Context: an optimization exercise on an open-source flow, tuned for small area, a short achievable clock period and few clock cycles. The choices shown serve that exercise and are no tape-out recipe. Where RTL was checked, it was by simulation tests only, not by an equivalence proof against the original. Power is estimated from default activity; no workload was simulated.

Setup of job 103:
==> module LBP, before the edit <==
module LBP(
	clk,
	reset,
	gray_addr,
	gray_req,
	gray_ready,
	gray_data,
	lbp_addr,
	lbp_valid,
	lbp_data,
	finish
);
input clk;
input reset;
input gray_ready;
input [7:0] gray_data;
output [13:0] gray_addr;
output reg gray_req;
output reg [13:0] lbp_addr;
output reg lbp_valid;
output reg [7:0] lbp_data;
output reg finish;
localparam S  = 8;         
localparam H  = S - 2;     
localparam IW = 3;         
reg [6:0] row;
reg [6:0] col;
reg [IW-1:0] ri;           
assign gray_addr = {row, col};
wire col_end = (ri == S-1);
wire last    = (col == 7'd127) & (row == 7'd127);    
reg run;
always @(posedge clk) begin
	if (~run) begin
		row <= 7'd0;
		col <= 7'd0;
		ri  <= {IW{1'b0}};
	end
	else begin
		ri <= ri + 1'b1;                                    
		if (col_end) begin
			col <= col + 7'd1;
			if (col == 7'd127) row <= row - 7'd1;           
			else               row <= row - (S - 1);       
		end
		else row <= row + 7'd1;
	end
end
reg [7:0] p [1:S+1];
integer k;
always @(posedge clk) begin
	p[1] <= gray_data;
	for (k = 2; k <= S + 1; k = k + 1) p[k] <= p[k-1];
end
function ge8;
	input [7:0] a;
	input [7:0] b;
	integer j;
	reg r;
	begin
		r = 1'b1;
		for (j = 0; j < 8; j = j + 1)
			r = (a[j] & ~b[j]) | (a[j] & r) | (~b[j] & r);
		ge8 = r;
	end
endfunction
function [1:0] cmp8;
	input [7:0] a;
	input [7:0] b;
	integer j, w;
	reg [7:0] g, l;
	begin
		g = a & ~b;                
		l = ~a & b;                
		for (w = 1; w < 8; w = w * 2)
			for (j = 7; j >= 0; j = j - 2 * w) begin
				g[j] = g[j] | (~l[j] & g[j-w]);
				l[j] = l[j] | (~g[j] & l[j-w]);
			end
		cmp8 = {~l[7], ~g[7]};
	end
endfunction
wire [7:0] x = gray_data;
wire [7:0] c = p[S+1];
wire c_dr, x_ul;
assign {c_dr, x_ul} = cmp8(x, c);   
wire c_r   = ge8(p[1], c);     
wire c_ur  = ge8(p[2], c);     
wire c_d   = ge8(p[S], c);     
wire r_l   = ge8(c, p[1]);     
wire ur_dl = ge8(c, p[2]);     
wire d_u   = ge8(c, p[S]);     
reg       q1;
reg [1:0] q2;
reg [2:0] qm [3:S];
reg [3:0] qs1;
always @(posedge clk) begin
	q1    <= x_ul;
	q2    <= {r_l, q1};
	qm[3] <= {ur_dl, q2};
	for (k = 4; k <= S; k = k + 1) qm[k] <= qm[k-1];
	qs1   <= {d_u, qm[S]};
end
wire [7:0] code = {c_dr, c_d, qs1[2], c_r, qs1[1], c_ur, qs1[3], qs1[0]};
always @(posedge clk) begin
	lbp_data <= code;
	lbp_addr <= {row - 7'd1, col - 7'd1};
end
always @(posedge clk or posedge reset) begin
	if (reset) begin
		lbp_valid <= 1'b0;
		finish    <= 1'b0;
		gray_req  <= 1'b0;
		run       <= 1'b0;
	end
	else begin
		gray_req  <= gray_ready;
		run       <= gray_ready & ~finish;
		lbp_valid <= run & ~finish & (ri >= 2) & (col >= 7'd2);
		if (run & last) finish <= 1'b1;
	end
end
endmodule
==> flow/config.mk <==
export PLATFORM = sky130hd
export DESIGN_NAME = LBP
export DESIGN_NICKNAME = LBP
export VERILOG_FILES = /design/flow/design.v
export SDC_FILE = /design/flow/constraint.sdc
export NUM_CORES = 4
export LEC_CHECK = 0
export CAP_MARGIN = 20
export CORE_MARGIN = 2
export CORE_UTILIZATION = 65
export CTS_BUF_LIST = sky130_fd_sc_hd__clkbuf_4
export SETUP_SLACK_MARGIN = 3
export SLEW_MARGIN = 20
==> flow/constraint.sdc <==
create_clock -name core_clock -period 5.0 [get_ports {clk}]
set_input_delay 1.0000 -clock core_clock [delete_from_list [all_inputs] [get_ports {clk}]]
set_output_delay 1.0000 -clock core_clock [all_outputs]
set_load 0.01 [all_outputs]
standard.sh (not shown) runs the stock make flow with config.mk's settings and CLKGATE_MAP_FILE= SYNTH_SCRIPT=/design/flow/synth_recipe.tcl, a recipe that flattens the netlist after the stock synthesis.
==> flow/flow/run.sh <==
#!/bin/bash
# Standard ORFS flow, with port buffers and timing repair free to use any
# buffer/gate size instead of only same-footprint swaps, and a clock tree
# built without dummy balancing loads.
set -euo pipefail
export CTS_ARGS="-sink_clustering_enable -repair_clock_nets -buf_list sky130_fd_sc_hd__clkbuf_4 -root_buf sky130_fd_sc_hd__clkbuf_16 -dont_use_dummy_load"
bash standard.sh MATCH_CELL_FOOTPRINT=0 "BUFFER_PORTS_ARGS=-buffer_cell sky130_fd_sc_hd__buf_2" finish > standard_flow.log 2>&1
Testbench counts of job 103, summed over its fixed seeds: cycles 64,518.
Changes in job 104 relative to job 103:
diff --git a/flow/design.v b/flow/design.v
--- a/flow/design.v
+++ b/flow/design.v
@@ -31,7 +31,6 @@
 wire col_end = (ri == S-1);
 wire last    = (col == 7'd127) & (row == 7'd127);    
-reg run;
 always @(posedge clk) begin
-	if (~run) begin
+	if (~gray_req) begin
 		row <= 7'd0;
 		col <= 7'd0;
@@ -113,11 +112,9 @@
 		finish    <= 1'b0;
 		gray_req  <= 1'b0;
-		run       <= 1'b0;
 	end
 	else begin
 		gray_req  <= gray_ready;
-		run       <= gray_ready & ~finish;
-		lbp_valid <= run & ~finish & (ri >= 2) & (col >= 7'd2);
-		if (run & last) finish <= 1'b1;
+		lbp_valid <= gray_req & ~finish & (ri >= 2) & (col >= 7'd2);
+		if (gray_req & last) finish <= 1'b1;
 	end
 end
==> run summary <==
Job 104 completed end to end with timing, DRC and antenna clean. The number of sequential cells in the layout reported for job 104 is smaller than that of job 103 by about 0.7%. Job 103 -> job 104: first-pass GRT wire length increased by more than 10%. Worst setup slack: job 104 and job 103 compared, higher one is job 104. Lower placed cell area was reported by job 103, not job 104. | cell count after synthesis | lower: job 103 |. Proportion of power drawn by flip-flops and latches down 0.3 points in job 104 wrt job 103. Sort job 104 and job 103 by number of cells on the critical path, ascending, and job 104 comes first. Comparing the two runs side by side, job 104 comes out ahead of job 103 on post-route minimum period. Endpoint arrival time on the critical path (job 104 over job 103): decrease, 1280 ps. Relative to job 103, the final cell area reported for job 104 is higher. Of job 104 and job 103, job 104 shows the higher wire length, with job 103 below it. When job 104 is measured against job 103, its clock-pin transition on the worst setup and hold timing paths turns out 20 ps higher. In job 104 the post-synthesis net count turned out about 6% higher than in job 103.
No functional check of the RTL was part of job 104.

==> port drivers added, routing unchanged <==
In the flow no input, the clock included, has a driving cell. The finished layouts below were timed again as built, in two steps. Step 1 assumes that a clkbuf_16 drives the clock port and a buf_2 every other input. Step 2 moves the port delays by t, midway between the first and last clock arrival at a register: inputs arrive t later, outputs are due t later. That takes back most of the time a late clock gives input paths. Slacks: ideal / step 1 / step 2; pairs: ideal / step 1.
| run | t (ns) | slack for setup (ns) | latest minus earliest clock arrival (ns) |
|---|---|---|---|
| job 103 | 0.364 | 3.058 / 3.023 / 2.727 | 0.034 / 0.034 |
| job 104 | 0.367 | 3.067 / 3.034 / 2.792 | 0.033 / 0.033 |
After both steps every run listed still meets setup and hold. The setup slack of job 103, which loses most, moves by -0.035 ns with the drivers and by -0.331 ns with both steps.
